From an optimization exercise on the open Yosys and OpenROAD flow, aimed at small area; shortcuts taken in it are not production practice.
RTL that was checked went through simulation tests only; none was proved equivalent to the original.

== 01-25 ==
## NfiVe32_CORE
module NfiVe32_CORE (
	input					HCLK,							 
	input					HRESETn,						 
	output 	wire [31:0]		HADDR,				 
	output 	wire [ 2:0]  	HSIZE,				 
	output 	wire [ 1:0]  	HTRANS,				 
	output 	wire [31:0]  	HWDATA,				 
	output 	wire         	HWRITE,				 
	input  	wire [31:0]  	HRDATA,				 
	input  	wire         	HREADY,				 
	output	wire			SLEEP,
  	input  	wire         	NMI,				 
  	input  	wire         	IRQ,				 
    input  	wire [4:0]   	IRQ_NUM,			 
  	input  	wire 	    	SYSTICKCLK,			 
	output	wire			SYSTICKINT,
  	output 	wire [31:0]		IRQ_MASK,
	output	wire			SAFE_TO_HALT
);
Size in the first run: ~8600 cells after synthesis, ~1300 flip-flops, about 150 I/O pins, about 79000 um2 of cells after synthesis.
clock: 15.0 ns
lec_check: 0
abc_area: 1
cap_margin: 20
core_margin: 2
core_utilization: 50
cts_buf_list: sky130_fd_sc_hd__clkbuf_8
cts_cluster_diameter: 50
cts_cluster_size: 15
slew_margin: 10
standard.sh (not shown) runs the stock make flow with config.mk's settings and CLKGATE_MAP_FILE= SYNTH_SCRIPT=/design/flow/synth_recipe.tcl, a recipe that flattens the netlist after the stock synthesis.
==> flow/flow/run.sh <==
#!/bin/bash
set -e
export CTS_ARGS="-sink_clustering_enable -repair_clock_nets -dont_use_dummy_load -sink_clustering_size 15 -sink_clustering_max_diameter 50 -buf_list sky130_fd_sc_hd__clkbuf_8"
bash standard.sh > standard_flow.log 2>&1
No stage failed in 01-25, and the final checks on the layout all came back clean.
For 02-24, these inputs were changed with respect to 01-25:
--- a/flow/design.v
+++ b/flow/design.v
@@ -348,49 +348,49 @@
                          .alufn(div_run ? {3'b000, div_sub} : alu_fn));
     reg         taken;
     always @* case (func3)
         3'b000:  taken = zf;
         3'b001:  taken = ~zf;
         3'b100:  taken = lt;
         3'b101:  taken = ~lt;
         3'b110: taken = ltu;
         3'b111: taken = ~ltu;
         default:  taken = 1'b0;
     endcase
-    wire [31:0] agu     =   ((instr_load | instr_store | instr_jalr) ? r1 : PC) + imm;
+    wire [31:0] pci     =   PC + imm;
     wire        four    =   C0 | IS32;
     wire [30:0] pcinc_h;
     radd #(31) pc_inc  (.a(PC[31:1]), .b({29'd0, four, ~four}), .ci(1'b0), .s(pcinc_h), .co());
     wire [31:0] pcinc   =   {pcinc_h, PC[0]};
-    wire [31:0] npc     =   ((taken & instr_branch) | instr_jal | instr_jalr) ? agu : pcinc;
+    wire [31:0] npc     =   ((taken & instr_branch) | instr_jal) ? pci : instr_jalr ? alur : pcinc;
 	wire [31:0] mul_div_r;
 	wire [31:0] WB;              
 	wire        mul_div_done;
 	NfiVe_MDU MULDIV(
 		.clk(HCLK), .rst_n(HRESETn), .start(C2 & instr_muldiv), .done(mul_div_done),
 		.op(func3), .op1(r1), .op2(r2), .result(mul_div_r),
-		.wb_we(C2 & ~instr_muldiv), .wb_d(instr_auipc ? agu : pcinc), .wb_q(WB),
+		.wb_we(C2 & ~instr_muldiv), .wb_d(instr_auipc ? pci : pcinc), .wb_q(WB),
 		.div_a(div_a), .div_sub(div_sub), .alu_s(alur), .alu_c(alu_co)
 	);
-    wire [1:0]  la      =   agu[1:0];
+    wire [1:0]  la      =   alur[1:0];
     wire [7:0]  lb      =   (la==2'd0) ? HRDATA[7:0] : (la==2'd1) ? HRDATA[15:8] : (la==2'd2) ? HRDATA[23:16] : HRDATA[31:24];
     wire [15:0] lh      =   la[1] ? HRDATA[31:16] : HRDATA[15:0];
     wire [31:0] hrdata  =   (func3[1:0]==2'd0) ? {{24{lb[7] & ~func3[2]}}, lb} :
                             (func3[1:0]==2'd1) ? {{16{lh[15] & ~func3[2]}}, lh} : HRDATA;
 	wire [31:0] rf_dw	= 	(instr_jal | instr_jalr | instr_auipc) ? WB : 
                             instr_load      ?   hrdata  : 
 							instr_muldiv    ?	mul_div_r : alur;
     always @(posedge HCLK)
         if (rf_wr & C3 & (rd != 5'd0))
             RF[rd] <= rf_dw;
-    assign HADDR        = ~RUN ? 32'h0 : C3 ? {PC[31:2],2'b0} : C0 ? {pcinc[31:2],2'b0} : agu;
+    assign HADDR        = ~RUN ? 32'h0 : C3 ? {PC[31:2],2'b0} : C0 ? {pcinc[31:2],2'b0} : alur;
     assign HTRANS[0]    = 1'h0;
     assign HTRANS[1]    = ~RUN | C3 | (C0 & unaligned) | (C2 & (instr_load | instr_store));
     assign HWRITE       = C2 & instr_store;
     assign HSIZE        = {1'b0, INSTR[13:12]};
     assign HWDATA       = INSTR[13] ? r2 : INSTR[12] ? {2{r2[15:0]}} : {4{r2[7:0]}};
 	assign SLEEP        = C3 & instr_wfi;
     assign IRQ_MASK     = CSR_IRQMASK;
 	assign SYSTICKINT	= tmr_int;
 	assign SAFE_TO_HALT = (~(instr_store | instr_load)) & C2;
     always @*
         case (CYC)
==> comparison <==
| total die area | 01-25 vs 02-24 | ≈ equal |
01-25 -> 02-24: count of clock-buffer cells in the layout decreased slightly
Delta (02-24 minus 01-25): non-filler instance count after layout higher; sequential share of layout area -0.73 points.
Die extent in y essentially unchanged between 02-24 and 01-25.
The via count reported for 02-24 is higher than the one for 01-25.
Diff 01-25 -> 02-24: maximum clock frequency has decreased; design area up about 1.7%.
Function not checked in 01-25: the RTL went through the layout flow alone.

[re-timing with driven ports]
How much do the figures lean on ideal ports? The routed layouts below were timed once more, with nothing changed but the port constraints. Step 1: set_driving_cell puts a clkbuf_16 on HCLK and a buf_2 on each other input, an assumption about the parent block. Step 2, shift: input delay + t, output delay - t, t = (earliest + latest rising clock arrival at the registers) / 2. This alone moves slack from input paths to output paths. Three values: no drivers, after step 1, after step 2; two values: the first two.
| run | t, ns | slack for setup (ns) | hold WS [ns] | worst setup path after step 2 | worst data-port slew with drivers (ns) |
|---|---|---|---|---|---|
| 01-25 | 0.974 | 0.582 / 0.570 / -0.404 | 0.481 / 0.481 / 0.481 | input to register | 0.12 |
| 02-24 | 1.000 | 0.351 / 0.324 / -0.234 | 0.476 / 0.476 / 0.476 | input to register | 0.13 |
Met with ideal ports but missed after step 2: setup timing in 01-25 and 02-24. For 01-25, which loses most, drivers alone change the setup slack by -0.012 ns; drivers and shift together by -0.986 ns.
